Source: an optimization exercise on an open RTL-to-GDS flow (aim: small area). Production flows keep margins and buffers that such runs may drop.
The RTL was checked by simulation tests, not by an equivalence proof against the original design.
No activity file was given, so power comes from the tool's default toggle rates.

## flow/flow/run.sh

```bash
#!/bin/bash
# Standard ORFS layout (the standard.sh) with these changes:
#  - ABC maps with a 1 fF output load, so the one-gate modules of the
#    hierarchical synthesis come out at drive strength 1;
#  - port buffers use the smallest buffer cell instead of the resizer's pick;
#  - CTS uses clkbuf_8, clusters up to 16 sinks within 100 um and inserts
#    no dummy loads.
# make's full output goes to standard.log; ORFS keeps per-step logs in orfs/logs.
set -euo pipefail
bash standard.sh \
  "BUFFER_PORTS_ARGS=-buffer_cell sky130_fd_sc_hd__buf_1" \
  "CTS_ARGS=-sink_clustering_enable -repair_clock_nets -dont_use_dummy_load -sink_clustering_size 20 -sink_clustering_max_diameter 90 -buf_list sky130_fd_sc_hd__clkbuf_8" \
  "ABC_LOAD_IN_FF=1" \
  finish > standard.log 2>&1
```

## flow/standard.sh

```bash
#!/bin/bash
# synth_recipe.tcl (not shown) runs the flow's synth.tcl, then flattens the netlist and writes it again
# the make line also repeats each setting of config.mk as NAME=value (left out here)
make -C /OpenROAD-flow-scripts/flow DESIGN_CONFIG=/design/flow/config.mk WORK_HOME=/design/flow/orfs CLKGATE_MAP_FILE= SYNTH_SCRIPT=/design/flow/synth_recipe.tcl "${@:-finish}"
```

## flow/config.mk

```make
export PLATFORM = sky130hd
export DESIGN_NAME = Axi_Lite_Uart
export DESIGN_NICKNAME = Axi_Lite_Uart
export VERILOG_FILES = /design/flow/design.v
export SDC_FILE = /design/flow/constraint.sdc
export NUM_CORES = 4
export LEC_CHECK = 0
export CAP_MARGIN = 10
export CORE_MARGIN = 2
export CORE_UTILIZATION = 65
export SLEW_MARGIN = 10
export SYNTH_HIERARCHICAL = 1
export SYNTH_MINIMUM_KEEP_SIZE = 0
```

## flow/constraint.sdc

```tcl
create_clock -name core_clock -period 6.0 [get_ports {clock}]
set_input_delay 1.2000 -clock core_clock [delete_from_list [all_inputs] [get_ports {clock}]]
set_output_delay 1.2000 -clock core_clock [all_outputs]
set_load 0.01 [all_outputs]
```

## flow/design.v

```verilog
`timescale 1ns / 1ps
module g_nand2 (input a, input b, output y); assign y = ~(a & b); endmodule
module g_nor2  (input a, input b, output y); assign y = ~(a | b); endmodule
module g_xnor2 (input a, input b, output y); assign y = ~(a ^ b); endmodule
module g_nor2b (input a, input bn, output y); assign y = ~a & bn; endmodule    
module g_nand2b(input an, input b, output y); assign y = an | ~b; endmodule    
module g_a21oi  (input a1, input a2, input b1, output y); assign y = ~((a1 & a2) | b1); endmodule
module g_o21ai  (input a1, input a2, input b1, output y); assign y = ~((a1 | a2) & b1); endmodule
module slice_p (
    input  q,       
    input  c,       
    input  b,       
    input  g,       
    input  z,       
    input  dv,      
    input  dh,      
    output d,       
    output cn,      
    output bn,      
    output gn       
);
    wire ns, bg, bp, gg, gp;
    g_xnor2 u_s  (.a(q), .b(c), .y(ns));               
    g_nand2 u_c  (.a(q), .b(c), .y(cn));
    g_nor2  u_d  (.a(ns), .b(z), .y(d));
    g_nor2  u_bg (.a(ns), .b(dv), .y(bg));             
    g_nand2 u_bp (.a(ns), .b(dv), .y(bp));             
    g_a21oi u_b  (.a1(bp), .a2(b), .b1(bg), .y(bn));
    g_nor2b  u_gg (.a(dh), .bn(q), .y(gg));            
    g_nand2b u_gp (.an(q), .b(dh), .y(gp));            
    g_a21oi  u_g  (.a1(gp), .a2(g), .b1(gg), .y(gn));
endmodule
module slice_n (
    input  q,
    input  cn,
    input  bn,
    input  gn,
    input  z,
    input  nv,      
    input  nh,      
    output d,
    output c,
    output b,
    output g
);
    wire s, bgn, bpn, ggn, gpn;
    g_xnor2 u_s  (.a(q), .b(cn), .y(s));               
    g_nor2b u_c  (.a(cn), .bn(q), .y(c));
    g_nor2b u_d  (.a(z), .bn(s), .y(d));
    g_nand2 u_bg (.a(s), .b(nv), .y(bgn));
    g_nor2  u_bp (.a(s), .b(nv), .y(bpn));
    g_o21ai u_b  (.a1(bpn), .a2(bn), .b1(bgn), .y(b));
    g_nand2 u_gg (.a(q), .b(nh), .y(ggn));
    g_nor2  u_gp (.a(q), .b(nh), .y(gpn));
    g_o21ai u_g  (.a1(gpn), .a2(gn), .b1(ggn), .y(g));
endmodule
module slice_0 (
    input  q,
    input  z,
    input  nv,
    input  nh,
    output d,
    output c,
    output b,
    output g
);
    assign c = q;
    assign d = ~(q | z);
    assign b = ~q | nv;
    assign g = q & nh;
endmodule
module slice_p23 (
    input  q,
    input  c,
    input  b,
    input  g,
    input  z,
    input  dv,
    output d,
    output cn,
    output bn,
    output gn
);
    wire ns, bg, bp;
    g_xnor2 u_s  (.a(q), .b(c), .y(ns));
    g_nand2 u_c  (.a(q), .b(c), .y(cn));
    g_nor2  u_d  (.a(ns), .b(z), .y(d));
    g_nor2  u_bg (.a(ns), .b(dv), .y(bg));
    g_nand2 u_bp (.a(ns), .b(dv), .y(bp));
    g_a21oi u_b  (.a1(bp), .a2(b), .b1(bg), .y(bn));
    g_nor2  u_g  (.a(q), .b(g), .y(gn));
endmodule
module g_maj3 (input a, input b, input c, output y); assign y = (a & b) | (a & c) | (b & c); endmodule
module slice_pm (
    input  q,
    input  c,
    input  b,
    input  g,
    input  z,
    input  dv,
    input  nh,
    output d,
    output cn,
    output bn,
    output go
);
    wire ns, bg, bp;
    g_xnor2 u_s  (.a(q), .b(c), .y(ns));
    g_nand2 u_c  (.a(q), .b(c), .y(cn));
    g_nor2  u_d  (.a(ns), .b(z), .y(d));
    g_nor2  u_bg (.a(ns), .b(dv), .y(bg));
    g_nand2 u_bp (.a(ns), .b(dv), .y(bp));
    g_a21oi u_b  (.a1(bp), .a2(b), .b1(bg), .y(bn));
    g_maj3  u_g  (.a(q), .b(nh), .c(g), .y(go));
endmodule
module slice_nm (
    input  q,
    input  cn,
    input  bn,
    input  g,
    input  z,
    input  nv,
    input  nh,
    output d,
    output c,
    output b,
    output go
);
    wire s, bgn, bpn;
    g_xnor2 u_s  (.a(q), .b(cn), .y(s));
    g_nor2b u_c  (.a(cn), .bn(q), .y(c));
    g_nor2b u_d  (.a(z), .bn(s), .y(d));
    g_nand2 u_bg (.a(s), .b(nv), .y(bgn));
    g_nor2  u_bp (.a(s), .b(nv), .y(bpn));
    g_o21ai u_b  (.a1(bpn), .a2(bn), .b1(bgn), .y(b));
    g_maj3  u_g  (.a(q), .b(nh), .c(g), .y(go));
endmodule
`timescale 1ns / 1ps
module g_a222oi (input a1, input a2, input b1, input b2, input c1, input c2, output y);
    assign y = ~((a1 & a2) | (b1 & b2) | (c1 & c2));
endmodule
module g_a22oi (input a1, input a2, input b1, input b2, output y);
    assign y = ~((a1 & a2) | (b1 & b2));
endmodule
module g_nand3 (input a, input b, input c, output y); assign y = ~(a & b & c); endmodule
module sel9 (input [8:0] s, input [8:0] d, output y);
    wire n0, n1, n2;
    g_a222oi u0 (.a1(s[0]), .a2(d[0]), .b1(s[1]), .b2(d[1]), .c1(s[2]), .c2(d[2]), .y(n0));
    g_a222oi u1 (.a1(s[3]), .a2(d[3]), .b1(s[4]), .b2(d[4]), .c1(s[5]), .c2(d[5]), .y(n1));
    g_a222oi u2 (.a1(s[6]), .a2(d[6]), .b1(s[7]), .b2(d[7]), .c1(s[8]), .c2(d[8]), .y(n2));
    g_nand3  u3 (.a(n0), .b(n1), .c(n2), .y(y));
endmodule
module sel4 (input [3:0] s, input [3:0] d, output y);
    wire n0, n1;
    g_a222oi u0 (.a1(s[0]), .a2(d[0]), .b1(s[1]), .b2(d[1]), .c1(s[2]), .c2(d[2]), .y(n0));
    g_nand2  u1 (.a(s[3]), .b(d[3]), .y(n1));
    g_nand2  u2 (.a(n0), .b(n1), .y(y));
endmodule
module sel5 (input [4:0] s, input [4:0] d, output y);
    wire n0, n1;
    g_a222oi u0 (.a1(s[0]), .a2(d[0]), .b1(s[1]), .b2(d[1]), .c1(s[2]), .c2(d[2]), .y(n0));
    g_a22oi  u1 (.a1(s[3]), .a2(d[3]), .b1(s[4]), .b2(d[4]), .y(n1));
    g_nand2  u2 (.a(n0), .b(n1), .y(y));
endmodule
module g_inv (input a, output y); assign y = ~a; endmodule
module sel3 (input [2:0] s, input [2:0] d, output y);
    wire n0;
    g_a222oi u0 (.a1(s[0]), .a2(d[0]), .b1(s[1]), .b2(d[1]), .c1(s[2]), .c2(d[2]), .y(n0));
    g_inv    u1 (.a(n0), .y(y));
endmodule
module sel2 (input [1:0] s, input [1:0] d, output y);
    wire n0;
    g_a22oi u0 (.a1(s[0]), .a2(d[0]), .b1(s[1]), .b2(d[1]), .y(n0));
    g_inv   u1 (.a(n0), .y(y));
endmodule
module g_nand4 (input a, input b, input c, input d, output y); assign y = ~(a & b & c & d); endmodule
module sel10 (input [9:0] s, input [9:0] d, output y);
    wire n0, n1, n2, n3;
    g_a222oi u0 (.a1(s[0]), .a2(d[0]), .b1(s[1]), .b2(d[1]), .c1(s[2]), .c2(d[2]), .y(n0));
    g_a222oi u1 (.a1(s[3]), .a2(d[3]), .b1(s[4]), .b2(d[4]), .c1(s[5]), .c2(d[5]), .y(n1));
    g_a222oi u2 (.a1(s[6]), .a2(d[6]), .b1(s[7]), .b2(d[7]), .c1(s[8]), .c2(d[8]), .y(n2));
    g_nand2  u3 (.a(s[9]), .b(d[9]), .y(n3));
    g_nand4  u4 (.a(n0), .b(n1), .c(n2), .d(n3), .y(y));
endmodule
`timescale 1ns / 1ps
module Axi_Lite_Uart (
    input         clock,
    input         reset,           
    input  [15:0] s_axi_awaddr,
    input         s_axi_awvalid,
    output        s_axi_awready,
    input  [31:0] s_axi_wdata,
    input         s_axi_wvalid,
    output        s_axi_wready,
    output [1:0]  s_axi_bresp,
    output        s_axi_bvalid,
    input         s_axi_bready,
    input  [15:0] s_axi_araddr,
    input         s_axi_arvalid,
    output        s_axi_arready,
    output [31:0] s_axi_rdata,
    output [1:0]  s_axi_rresp,
    output        s_axi_rvalid,
    input         s_axi_rready,
    input         RxD,
    output        TxD,
    input         CTS,
    output        RTS
);
    genvar k;
    integer i;
    reg        r_awready, r_wready, r_bvalid, r_bresp, r_arready, r_rvalid;
    reg [1:0]  r_awsel;           
    reg        r_awaddr_hz;       
    reg [2:0]  r_arsel;           
    reg [31:0] r_reg1, r_reg2, r_reg3, r_rdata;
    reg        r_rx_valid_d, r_tx_ready_d, tx_ren, tx_ren_lock;
    wire       tx_ready;          
    reg        rx_valid2;         
    wire       tx_full, tx_empty, rx_full, rx_empty;
    reg        tx_rvalid;
    reg  [7:0] rx_q;              
    assign s_axi_awready = r_awready;
    assign s_axi_wready  = r_wready;
    assign s_axi_bvalid  = r_bvalid;
    assign s_axi_bresp   = {r_bresp, 1'b0};
    assign s_axi_arready = r_arready;
    assign s_axi_rvalid  = r_rvalid;
    assign s_axi_rresp   = 2'b00;
    assign s_axi_rdata   = r_rdata;
    assign RTS           = rx_full;
    wire wen     = r_wready & s_axi_wvalid;
    wire rden    = r_rvalid & s_axi_rready;
    wire tx_wen  = r_bvalid & s_axi_bready & (s_axi_awaddr[3:0] == 4'h4);
    wire rx_wen  = rx_valid2 & ~r_rx_valid_d;
    wire rx_ren  = r_arready & s_axi_arvalid;
    wire tx_ready_pe = tx_ready & ~r_tx_ready_d;
    wire r_tx_valid = tx_ren_lock & ~tx_ren & ~tx_rvalid;
    wire [31:0] wd  = s_axi_wdata & {32{reset}};
    wire        wra = wen & r_awaddr_hz;
    wire        we1 = ~reset | (wra & (r_awsel == 2'd1));
    wire        we2 = ~reset | (wra & (r_awsel == 2'd2));
    wire        we3 = ~reset | (wra & (r_awsel == 2'd3));
    always @(posedge clock) begin
        if (we1) r_reg1 <= wd;
        if (we2) r_reg2 <= wd;
        if (we3) r_reg3 <= wd;
    end
    wire        rde = rden & r_awaddr_hz;
    wire        rse = reset & rde;
    wire        rs0 = rse & r_arsel[2];
    wire        rs1 = rse & (r_arsel == 3'd1);
    wire        rs2 = rse & (r_arsel == 3'd2);
    wire        rs3 = rse & (r_arsel == 3'd3);
    wire        rsh = reset & ~rde;
    wire [31:0] rd_nxt;
    generate for (k = 0; k < 32; k = k + 1) begin : rdmux
        if (k < 8) begin : lo
            sel5 u (.s({rsh, rs0, rs3, rs2, rs1}),
                    .d({r_rdata[k], rx_q[k], r_reg3[k], r_reg2[k], r_reg1[k]}), .y(rd_nxt[k]));
        end else begin : hi
            sel4 u (.s({rsh, rs3, rs2, rs1}),
                    .d({r_rdata[k], r_reg3[k], r_reg2[k], r_reg1[k]}), .y(rd_nxt[k]));
        end
    end endgenerate
    always @(posedge clock) r_rdata <= rd_nxt;
    always @(posedge clock) begin
        if (~reset) begin
            r_awready   <= 1'b0;
            r_awsel     <= 2'd0;
            r_awaddr_hz <= 1'b1;
            r_wready    <= 1'b0;
            r_bvalid    <= 1'b0;
            r_bresp     <= 1'b0;
            r_arready   <= 1'b0;
            r_arsel     <= 3'd4;
            r_rvalid    <= 1'b0;
            r_rx_valid_d <= 1'b0;
            r_tx_ready_d <= 1'b1;
            tx_ren      <= 1'b0;
            tx_ren_lock <= 1'b0;
        end else begin
            r_awready <= ~r_awready & s_axi_awvalid;
            if (r_awready & s_axi_awvalid) begin
                r_awsel     <= (s_axi_awaddr[3:0] == 4'h4) ? 2'd1 :
                               (s_axi_awaddr[3:0] == 4'h8) ? 2'd2 :
                               (s_axi_awaddr[3:0] == 4'hc) ? 2'd3 : 2'd0;
                r_awaddr_hz <= (s_axi_awaddr[15:4] == 12'h0);
            end
            r_wready <= ~r_wready & s_axi_wvalid;
            r_bvalid <= r_bvalid ? ~s_axi_bready : wen;
            if (~r_bvalid & wen & tx_full)
                r_bresp <= 1'b1;
            else if ((r_awready & ~r_bvalid & wen) | tx_ready)
                r_bresp <= 1'b0;
            r_arready <= ~r_arready & s_axi_arvalid;
            if (~r_arready & s_axi_arvalid)
                r_arsel  <= (s_axi_araddr[3:0] == 4'h0) ? 3'd4 :
                            (s_axi_araddr[3:0] == 4'h4) ? 3'd1 :
                            (s_axi_araddr[3:0] == 4'h8) ? 3'd2 :
                            (s_axi_araddr[3:0] == 4'hc) ? 3'd3 : 3'd0;
            r_rvalid <= r_rvalid ? ~s_axi_rready : s_axi_arvalid;
            r_rx_valid_d <= rx_valid2;
            r_tx_ready_d <= tx_ready;
            if (tx_ren)
                tx_ren <= 1'b0;
            else if (tx_ready & ~tx_empty & ~tx_ren_lock)
                tx_ren <= 1'b1;
            if (tx_ren)
                tx_ren_lock <= 1'b1;
            else if (tx_ready_pe)
                tx_ren_lock <= 1'b0;
        end
    end
    reg rst_d1, rst_d2;
    always @(posedge clock or negedge reset) begin
        if (~reset) begin
            rst_d1 <= 1'b0;
            rst_d2 <= 1'b0;
        end else begin
            rst_d1 <= 1'b1;
            rst_d2 <= rst_d1;
        end
    end
    reg [7:0] tx_mem [0:7];
    reg [7:0] rx_mem [0:7];
    reg [3:0] tx_cnt, rx_cnt;
    reg       tx_q0;              
    reg [7:0] rx_hold;            
    assign tx_full  = tx_cnt[3];
    assign tx_empty = (tx_cnt == 4'd0);
    assign rx_full  = rx_cnt[3];
    assign rx_empty = (rx_cnt == 4'd0);
    wire tx_push = tx_wen & ~tx_full;
    wire tx_pop  = tx_ren & ~tx_empty;
    wire rx_push = rx_wen & ~rx_full;
    wire rx_pop  = rx_ren & ~rx_empty;
    wire [8:0] tx_sel, rx_sel;
    generate for (k = 0; k < 7; k = k + 1) begin : rsel
        assign tx_sel[k] = tx_pop & (tx_cnt[2:0] == k + 1);
        assign rx_sel[k] = rx_pop & (rx_cnt[2:0] == k + 1);    
    end endgenerate
    assign tx_sel[7] = tx_pop & tx_cnt[3];
    assign rx_sel[7] = rx_pop & rx_cnt[3];
    assign tx_sel[8] = ~tx_pop;
    assign rx_sel[8] = ~rx_pop & rst_d2;
    wire       tx_q0_nxt;
    wire [7:0] rx_q_nxt;
    sel9 u_tx_q0 (.s(tx_sel), .d({tx_q0, tx_mem[7][0], tx_mem[6][0], tx_mem[5][0], tx_mem[4][0],
                  tx_mem[3][0], tx_mem[2][0], tx_mem[1][0], tx_mem[0][0]}), .y(tx_q0_nxt));
    generate for (k = 0; k < 8; k = k + 1) begin : rmux
        sel9 u_rx (.s(rx_sel), .d({rx_q[k], rx_mem[7][k], rx_mem[6][k], rx_mem[5][k], rx_mem[4][k],
                   rx_mem[3][k], rx_mem[2][k], rx_mem[1][k], rx_mem[0][k]}), .y(rx_q_nxt[k]));
    end endgenerate
    always @(posedge clock) begin
        if (tx_push) begin
            tx_mem[0] <= r_reg1[7:0];
            for (i = 1; i < 8; i = i + 1) tx_mem[i] <= tx_mem[i-1];
        end
        if (rx_push) begin
            rx_mem[0] <= rx_hold;
            for (i = 1; i < 8; i = i + 1) rx_mem[i] <= rx_mem[i-1];
        end
        tx_q0 <= tx_q0_nxt;
        rx_q <= rx_q_nxt;
    end
    always @(posedge clock or negedge rst_d2) begin
        if (~rst_d2) begin
            tx_cnt    <= 4'd0;
            rx_cnt    <= 4'd0;
            tx_rvalid <= 1'b0;
        end else begin
            tx_cnt    <= tx_cnt + {3'd0, tx_push} - {3'd0, tx_pop};
            rx_cnt    <= rx_cnt + {3'd0, rx_push} - {3'd0, rx_pop};
            tx_rvalid <= tx_pop;
        end
    end
    wire [23:0] div_num   = r_reg2[23:0];
    wire [3:0]  data_bit  = r_reg2[31:28];
    wire [1:0]  stop_bit  = r_reg2[27:26];
    wire [1:0]  check_bit = r_reg2[25:24];
    wire [4:0]  sum_ds   = {1'b0, data_bit} + {3'b0, stop_bit};    
    wire [4:0]  sum_ds1  = sum_ds + 5'd1;                          
    wire [4:0]  db1      = {1'b0, data_bit} + 5'd1;                
    wire        par_none = (check_bit == 2'd0);
    wire [4:0]  end_cnt  = par_none ? {1'b0, sum_ds[3:0]} : sum_ds1;
    wire [23:0] nl = ~div_num;
    wire        div_zero = ~|div_num;
    reg  [23:0] tx_div_cnt, rx_div_cnt;
    reg         tx_u_clk, tx_u_clk_d, rx_u_clk, rx_u_clk_d;
    wire        tx_tick = tx_u_clk & ~tx_u_clk_d;
    wire        rx_tick = rx_u_clk & ~rx_u_clk_d;
    wire        rx_clr;
    wire [23:0] tx_nxt, rx_nxt;
    wire [24:0] tx_c, rx_c, tx_b, rx_b, tx_g, rx_g;
    wire        tx_z, rx_z;
    slice_0 u_tx_s0 (.q(tx_div_cnt[0]), .z(tx_z), .nv(nl[0]), .nh(nl[1]),
        .d(tx_nxt[0]), .c(tx_c[1]), .b(tx_b[1]), .g(tx_g[1]));
    slice_0 u_rx_s0 (.q(rx_div_cnt[0]), .z(rx_z), .nv(nl[0]), .nh(nl[1]),
        .d(rx_nxt[0]), .c(rx_c[1]), .b(rx_b[1]), .g(rx_g[1]));
    generate for (k = 1; k < 24; k = k + 1) begin : slice
        wire dh = (k < 23) ? div_num[k+1] : 1'b0;
        wire nh = (k < 23) ? nl[k+1] : 1'b1;
        if (k == 23) begin : p
            slice_p23 u_tx (.q(tx_div_cnt[k]), .c(tx_c[k]), .b(tx_b[k]), .g(tx_g[k]), .z(tx_z),
                .dv(div_num[k]), .d(tx_nxt[k]), .cn(tx_c[k+1]), .bn(tx_b[k+1]), .gn(tx_g[k+1]));
            slice_p23 u_rx (.q(rx_div_cnt[k]), .c(rx_c[k]), .b(rx_b[k]), .g(rx_g[k]), .z(rx_z),
                .dv(div_num[k]), .d(rx_nxt[k]), .cn(rx_c[k+1]), .bn(rx_b[k+1]), .gn(rx_g[k+1]));
        end else if (k <= 8 && k % 2 == 1) begin : pm
            slice_pm u_tx (.q(tx_div_cnt[k]), .c(tx_c[k]), .b(tx_b[k]), .g(tx_g[k]), .z(tx_z),
                .dv(div_num[k]), .nh(nh), .d(tx_nxt[k]), .cn(tx_c[k+1]), .bn(tx_b[k+1]), .go(tx_g[k+1]));
            slice_pm u_rx (.q(rx_div_cnt[k]), .c(rx_c[k]), .b(rx_b[k]), .g(rx_g[k]), .z(rx_z),
                .dv(div_num[k]), .nh(nh), .d(rx_nxt[k]), .cn(rx_c[k+1]), .bn(rx_b[k+1]), .go(rx_g[k+1]));
        end else if (k <= 8) begin : nm
            slice_nm u_tx (.q(tx_div_cnt[k]), .cn(tx_c[k]), .bn(tx_b[k]), .g(tx_g[k]), .z(tx_z),
                .nv(nl[k]), .nh(nh), .d(tx_nxt[k]), .c(tx_c[k+1]), .b(tx_b[k+1]), .go(tx_g[k+1]));
            slice_nm u_rx (.q(rx_div_cnt[k]), .cn(rx_c[k]), .bn(rx_b[k]), .g(rx_g[k]), .z(rx_z),
                .nv(nl[k]), .nh(nh), .d(rx_nxt[k]), .c(rx_c[k+1]), .b(rx_b[k+1]), .go(rx_g[k+1]));
        end else if (k % 2 == 1) begin : p
            slice_p u_tx (.q(tx_div_cnt[k]), .c(tx_c[k]), .b(tx_b[k]), .g(tx_g[k]), .z(tx_z),
                .dv(div_num[k]), .dh(dh), .d(tx_nxt[k]), .cn(tx_c[k+1]), .bn(tx_b[k+1]), .gn(tx_g[k+1]));
            slice_p u_rx (.q(rx_div_cnt[k]), .c(rx_c[k]), .b(rx_b[k]), .g(rx_g[k]), .z(rx_z),
                .dv(div_num[k]), .dh(dh), .d(rx_nxt[k]), .cn(rx_c[k+1]), .bn(rx_b[k+1]), .gn(rx_g[k+1]));
        end else begin : n
            slice_n u_tx (.q(tx_div_cnt[k]), .cn(tx_c[k]), .bn(tx_b[k]), .gn(tx_g[k]), .z(tx_z),
                .nv(nl[k]), .nh(nh), .d(tx_nxt[k]), .c(tx_c[k+1]), .b(tx_b[k+1]), .g(tx_g[k+1]));
            slice_n u_rx (.q(rx_div_cnt[k]), .cn(rx_c[k]), .bn(rx_b[k]), .gn(rx_g[k]), .z(rx_z),
                .nv(nl[k]), .nh(nh), .d(rx_nxt[k]), .c(rx_c[k+1]), .b(rx_b[k+1]), .g(rx_g[k+1]));
        end
    end endgenerate
    wire tx_wrap = ~((tx_c[24] & div_zero) | (tx_c[24] & tx_b[24]) | (div_zero & tx_b[24]));
    wire rx_wrap = ~((rx_c[24] & div_zero) | (rx_c[24] & rx_b[24]) | (div_zero & rx_b[24]));
    assign tx_z = tx_wrap | ~reset;
    assign rx_z = rx_clr | rx_wrap | ~reset;
    always @(posedge clock) begin
        tx_div_cnt <= tx_nxt;
        rx_div_cnt <= rx_nxt;
    end
    always @(posedge clock or negedge reset) begin
        if (~reset) begin
            tx_u_clk   <= 1'b0;
            tx_u_clk_d <= 1'b0;
            rx_u_clk   <= 1'b0;
            rx_u_clk_d <= 1'b0;
        end else begin
            tx_u_clk   <= tx_g[24];
            tx_u_clk_d <= tx_u_clk;
            rx_u_clk   <= ~rx_clr & rx_g[24];
            rx_u_clk_d <= rx_u_clk;
        end
    end
    wire       rx_valid;          
    wire [7:0] rx_data;           
    reg [2:0] ov;                 
    reg       ov_a;               
    reg       ov_lock;            
    reg       rx_valid_d;
    reg       rx_valid1;
    wire start_edge = (ov == 3'b000) & ov_a;
    wire rx_end     = ~rx_valid & rx_valid_d;
    wire lock_nxt   = rx_end ? 1'b0 : start_edge ? 1'b1 : ov_lock;
    assign rx_clr   = ~ov_lock | ~lock_nxt;
    always @(posedge clock or negedge reset) begin
        if (~reset) begin
            ov          <= 3'd0;
            ov_a        <= 1'b0;
            ov_lock     <= 1'b0;
            rx_valid_d  <= 1'b0;
            rx_valid1   <= 1'b0;
            rx_valid2   <= 1'b0;
        end else begin
            ov          <= ov_lock ? 3'b111 : {ov[1:0], RxD};
            ov_a        <= ov[2];
            ov_lock     <= lock_nxt;
            rx_valid_d  <= rx_valid;
            if (tx_tick) begin
                rx_valid1 <= rx_valid;
                rx_valid2 <= rx_valid1;
            end
        end
    end
    always @(posedge clock) begin
        if (tx_tick & rx_valid & ~rx_valid1) rx_hold <= rx_data;
    end
    reg [3:0] rx_cnt_u;
    reg [7:0] rx_sr;
    reg       rx_vld, rx_chk;
    wire [4:0] rx_cnt_inc  = {1'b0, rx_cnt_u} + 5'd1;
    wire       rx_end_frame = ({1'b0, rx_cnt_u} == end_cnt);
    wire       rx_in_data   = (rx_cnt_u != 4'd0) & (rx_cnt_u <= data_bit);
    wire       rx_at_db     = (rx_cnt_u == data_bit);
    wire       rx_at_db1    = ({1'b0, rx_cnt_u} == db1);
    assign rx_valid = rx_vld;
    assign rx_data  = rx_sr;
    wire       rsr_sh = reset & rx_tick & rx_in_data;
    wire       rsr_hd = reset & ~(rx_tick & rx_in_data);
    wire [7:0] rsr_nxt;
    wire [8:0] rsr_in = {RxD, rx_sr};
    generate for (k = 0; k < 8; k = k + 1) begin : rsr
        sel2 u (.s({rsr_hd, rsr_sh}), .d({rx_sr[k], rsr_in[k+1]}), .y(rsr_nxt[k]));
    end endgenerate
    always @(posedge clock) rx_sr <= rsr_nxt;
    always @(posedge clock or negedge reset) begin
        if (~reset) begin
            rx_cnt_u <= 4'd0;
            rx_vld   <= 1'b0;
            rx_chk   <= 1'b0;
        end else if (rx_tick) begin
            if (rx_end_frame)
                rx_cnt_u <= 4'd0;
            else if (RxD == 0 || rx_cnt_u != 4'd0)
                rx_cnt_u <= rx_cnt_inc[3:0];
            rx_vld <= (rx_at_db & par_none) |
                      (rx_at_db1 & (check_bit == 2'd1) & (RxD != rx_chk)) |
                      (rx_at_db1 & (check_bit == 2'd2) & (RxD == rx_chk));
            rx_chk <= rx_in_data & (rx_chk ^ RxD);
        end
    end
    reg       tx_out, tx_rdy, tx_chk, tx_cts;
    reg [3:0] tx_cnt_u;
    reg       tx_sr0;             
    reg [7:1] tx_sr_hi;           
    wire [7:0] tx_sr = {tx_sr_hi, tx_sr0};
    assign TxD      = tx_out;
    assign tx_ready = tx_rdy;
    wire tx_active = r_tx_valid & tx_rdy & ~tx_cts & ~CTS;
    wire [4:0] tx_cnt_inc = {1'b0, tx_cnt_u} + 5'd1;
    wire       tx_at_db   = (tx_cnt_u == data_bit);
    wire       tx_ge_db   = (tx_cnt_u >= data_bit);
    wire       tsr_sh = tx_tick & ~tx_active & ~tx_rdy & ~tx_pop;
    wire       tsr_hd = ~tx_pop & ~(tx_tick & ~tx_active & ~tx_rdy);
    wire [7:1] tsr_nxt;
    generate for (k = 1; k < 8; k = k + 1) begin : tsr
        if (k < 7) begin : m
            sel10 u (.s({tsr_hd, tsr_sh, tx_sel[7:0]}),
                     .d({tx_sr_hi[k], tx_sr_hi[k+1], tx_mem[7][k], tx_mem[6][k], tx_mem[5][k], tx_mem[4][k],
                         tx_mem[3][k], tx_mem[2][k], tx_mem[1][k], tx_mem[0][k]}), .y(tsr_nxt[k]));
        end else begin : t
            sel9 u (.s({tsr_hd, tx_sel[7:0]}),
                    .d({tx_sr_hi[k], tx_mem[7][k], tx_mem[6][k], tx_mem[5][k], tx_mem[4][k],
                        tx_mem[3][k], tx_mem[2][k], tx_mem[1][k], tx_mem[0][k]}), .y(tsr_nxt[k]));
        end
    end endgenerate
    always @(posedge clock) tx_sr_hi <= tsr_nxt;
    always @(posedge clock or negedge reset) begin
        if (~reset) begin
            tx_cts   <= 1'b1;
            tx_rdy   <= 1'b1;
            tx_cnt_u <= 4'd0;
            tx_sr0   <= 1'b0;
            tx_out   <= 1'b1;
            tx_chk   <= 1'b0;
        end else if (tx_tick) begin
            tx_cts <= CTS;
            if (tx_active)
                tx_rdy <= 1'b0;
            else if (par_none ? (tx_cnt_inc == sum_ds) : (tx_cnt_u == sum_ds[3:0]))
                tx_rdy <= 1'b1;
            if ({1'b0, tx_cnt_u} == end_cnt)
                tx_cnt_u <= 4'd0;
            else if (!tx_rdy)
                tx_cnt_u <= tx_cnt_inc[3:0];
            if (tx_active)
                tx_sr0 <= tx_q0;
            else if (!tx_rdy)
                tx_sr0 <= tx_sr[1];
            if (tx_active)
                tx_out <= 1'b0;
            else if (tx_at_db & ~par_none)
                tx_out <= (check_bit == 2'd1) ? ~tx_chk : tx_chk;
            else if (tx_ge_db | ~tx_rdy)
                tx_out <= tx_ge_db | tx_sr0;
            else
                tx_out <= 1'b1;
            tx_chk <= ~tx_at_db & (tx_chk ^ tx_sr0);
        end
    end
endmodule
```

==> run summary <==
==> final timing paths <==
check	from	endpoint	slack (ns)	depth (start not counted)
max	rx_div_cnt[0]	rx_div_cnt[10]	0.67	29
min	rst_d2	rx_cnt[0]	0.19	0
max reg2reg	rx_div_cnt[0]	rx_div_cnt[10]	0.67	29
min reg2reg	rst_d2	rx_cnt[0]	0.19	0
max in group asynchronous	reset	ov[0]	4.41	2
min in group core_clock	rst_d1	rst_d2	0.36	0
==> per-module statistics from Yosys (local to each module, per instance), a selection <==
| module | area (um^2) | times used | cells inside |
|---|---|---|---|
| Axi_Lite_Uart | 12750 | 1 | 786 |
| g_nand3 | 5.005 | 10 | 1 |
| g_xnor2 | 8.758 | 46 | 1 |
| g_nor2 | 3.754 | 86 | 1 |
| slice_0 | 23.77 | 2 | 4 |
| g_nor2b | 6.256 | 58 | 1 |
| g_nand2b | 6.256 | 14 | 1 |
==> cell usage after synthesis, types with 4 or more instances <==
master	n	area share
inv_1	60	0.014
o21ai_1	36	0.011
nor4_1	12	0.0047
clkbuf_1	11	0.0026
nand4_1	15	0.0058
nand2_1	187	0.044
dfrtp_1	35	0.054
or2_2	5	0.0019
xor2_1	11	0.0060
a22oi_1	18	0.0084
ha_1	25	0.019
nor3_1	18	0.0056
dfxtp_1	120	0.15
edfxtp_1	232	0.43
xnor2_1	60	0.033
a21oi_1	55	0.017
o21a_1	5	0.0023
a21o_1	4	0.0019
nand3_1	25	0.0078
nor2_1	124	0.029
nand2b_1	25	0.0097
nor2b_1	65	0.025
a31oi_1	4	0.0016
a222oi_1	80	0.050
maj3_2	16	0.011
buf_4	7	0.0033
and2_0	37	0.014
o21ai_0	16	0.0050
==> cell type report <==
class	instances	area share
multi-input combinational	886	0.3199
timing repair buffer	114	0.02787
sequential	390	0.5973
tap	324	0.02345
inverter	60	0.01303
clock buffer	23	0.01831
antenna	1	0.0001448
==> power groups by stage <==
stage | Combinational (W) | Sequential, W | Clock [W]
after floorplan | 0.000588 | 0.00319 | 0
after global placement | 0.000721 | 0.00325 | 0
after detailed placement | 0.000751 | 0.00326 | 0
after CTS | 0.000755 | 0.00320 | 0.00111
after global routing | 0.000852 | 0.00323 | 0.00120
final | 0.000756 | 0.00320 | 0.00108
==> critical path: cells and delay by family (launching register included) <==
family                   cells  cell delay [ns]
flip-flops                   1             0.43
AND/OR/NAND/NOR             24             3.62
adder cells (fa/ha/maj)      1             0.32
XOR/XNOR                     1             0.23
buffers and inverters        1             0.33
AO/OA/AOI/OAI                2             0.22
==> registers in the layout, summed over array words and instances, names as in the netlist, 7 cells and up <==
signal / count
r_reg2: 32
tx_sr_hi: 7
rx_hold: 8
r_reg3: 32
rx_q: 8
rx_div_cnt: 24
tx_div_cnt: 24
rx_sr: 8
r_reg1: 32
r_rdata: 32
tx_mem: 64
rx_mem: 64
==> metrics by stage <==
| stage | cells | hold slack [ns] | setup slack (ns) | area, um^2 | util |
|---|---|---|---|---|---|
| floorplan | 1356 | 0.1137 | 1.285 | 16120 | - |
| finish | 1798 | 0.1856 | 0.6660 | 17280 | 0.7107 |
| detailed placement | 1774 | 0.1913 | 0.7263 | 16970 | 0.6976 |
| global placement | 1774 | 0.1998 | 0.8589 | 16970 | 0.6976 |
| global route | 1797 | 0.2143 | 0.1539 | 17280 | 0.7106 |
| CTS | 1797 | 0.1975 | 0.6301 | 17280 | 0.7106 |
==> logic make-up after synthesis <==
| group | synth area share |
|---|---|
| AO/OA/AOI/OAI | 0.1039 |
| XOR/XNOR | 0.04154 |
| adder cells (fa/ha/maj) | 0.03556 |
| buffers and inverters | 0.02042 |
| flip-flops | 0.6407 |
| multiplexers | 0.001864 |
| other | 0.0004661 |
| AND/OR/NAND/NOR | 0.1555 |
==> layer usage <==
metal,up-vias,GRT usage
met5,-,0
met4,0,0.05641
met3,46,0.03467
met2,325,0.4505
met1,5126,0.3602
li1,5159,-
==> flow_metrics.tcl <==
set metrics [dict create \
    die_w_um 161.4 \
    finalCritPeriodShare 0.8890 \
    clk_pin_slew_ns 0.12 \
    gp_congestion 0.8461 \
    clock_latency_ns 0.57 \
    path_max_fanout 24 \
    final_cell_mix "edfxtp_1 (232), nand2_1 (187), nor2_1 (123), dfxtp_1 (120), buf_1 (99)" \
    worst_setup_path_end_kind "flip-flop" \
    cts_root_buf "clkbuf_8" \
    ir_worst_vdd_v 0.0002136 \
    multi_input_area_mm2 0.005529 \
    ant_nets 0 \
    top_layer_used "met4" \
    core_region_area_mm2 0.02432 \
    sw_frac_of_total 0.2686 \
    die_h_um 161.4 \
    antenna_found_initial 1 \
    pwr-share-seq 0.635 \
    p_comb_frac 0.150 \
    fin_skew_ns 0.03041 \
    drt_iter0_drc 1368 \
    nets 1576 \
    cp_slowest_stage_delay_ns 0.43 \
    avgSynthCellArea_um2 11.90 \
    met1_length_um 14380 \
    avgRoutedWirePerCell_um 18.94 \
    p_leak_nw 6.176 \
    cp_slowest_cell "dfxtp_1" \
    final_layout_size_suffix_gt1_frac 0.05092 \
    syn_to_final_growth_pct 7.268 \
    synthesis.area_mm2 0.01611 \
    grt_overflow 0 \
    ys_warn_count 9 \
    via_count 10656 \
    power.switching_w 0.001355 \
    htreeDepth 1 \
    async_reset_ff_frac 0.09744 \
    hold_viol 0 \
    met2_length_um 16900 \
    ctsHoldBuffers 0 \
    final_common_cell "edfxtp_1" \
    start_util 0.6626 \
    cts_sinks 390 \
    tritoncts "yes" \
    critPathKind "reg -> reg" \
    arrival_ns 5.76 \
    pin_count 116 \
    clockBufferDepth 3 \
    grt_pass1_wl_um 53790 \
    finalSetupViolCount 0 \
    slew_headroom 0.2274 \
    status "finished clean" \
    start_kind "flip-flop" \
    internal-power_w 0.003689 \
    rsz0062_at_grt "no" \
    yosysUniqueCellTypes 55 \
    dieArea_mm2 0.02606 \
    synth_edf_count 232 \
    timing.fmax_mhz 187.5 \
    grt_pass1_vias 10325 \
    wl_met3_um 2101 \
    cts.repair.resized 0 \
    tightest_slew_ns 1.150 \
    routed_wirelength_um 34050 \
    synthCells 1354 \
    regArea_mm2 0.01032 \
    drv_slew 0 \
    fin_crit_ns 5.334 \
    vias_per_cell 5.927 \
    tns_ns 0 \
    grt_max_degree 65 \
    dpl.hpwl_um 23500 \
    fillCellCount 1792 \
    required_ns 6.42 \
    total_power_w 0.005043 \
    track_usage 0.2617 \
    rows 57 \
    drcViolationCount 0 \
    ys_seq_elements 390 \
    cts_setup_buffers 0 \
    io_buffers 100 \
    hp-class "reg -> async" \
    drv_cap 0 \
    drt-pass1-iter-count 7 \
    synth_top_flop_cell "edfxtp_1" \
    cts_inserted_buffers 23 \
    p_per_area_mw_per_mm2 291.8 \
    power.share.clock 0.215 \
    yosysSeqAreaShare 0.6407 \
]

static timing again, ports no longer ideal:
Ports are ideal in the flow. The routed layout listed here was re-timed in OpenROAD.
Step 1 (the two cells are an assumption about what drives the block):
set clk [get_ports {clock}]
set_driving_cell -lib_cell sky130_fd_sc_hd__clkbuf_16 $clk
set_driving_cell -lib_cell sky130_fd_sc_hd__buf_2 [delete_from_list [all_inputs] $clk]
Step 2, shift: input delay + t, output delay - t, t = (earliest + latest rising clock arrival at the registers) / 2. This alone moves slack from input paths to output paths.
Slacks: ideal ports / drivers / drivers and shift; pairs: ideal ports / drivers.
t, ns: 0.604
slack for setup (ns): 0.666 / 0.666 / 0.666
worst hold slack (ns): 0.186 / 0.186 / 0.186
clock arrival spread, ns: 0.031 / 0.030
After both steps setup and hold are still met in this run. The setup slack of this run moves by 0.000 ns with the drivers and by 0.000 ns with both steps.
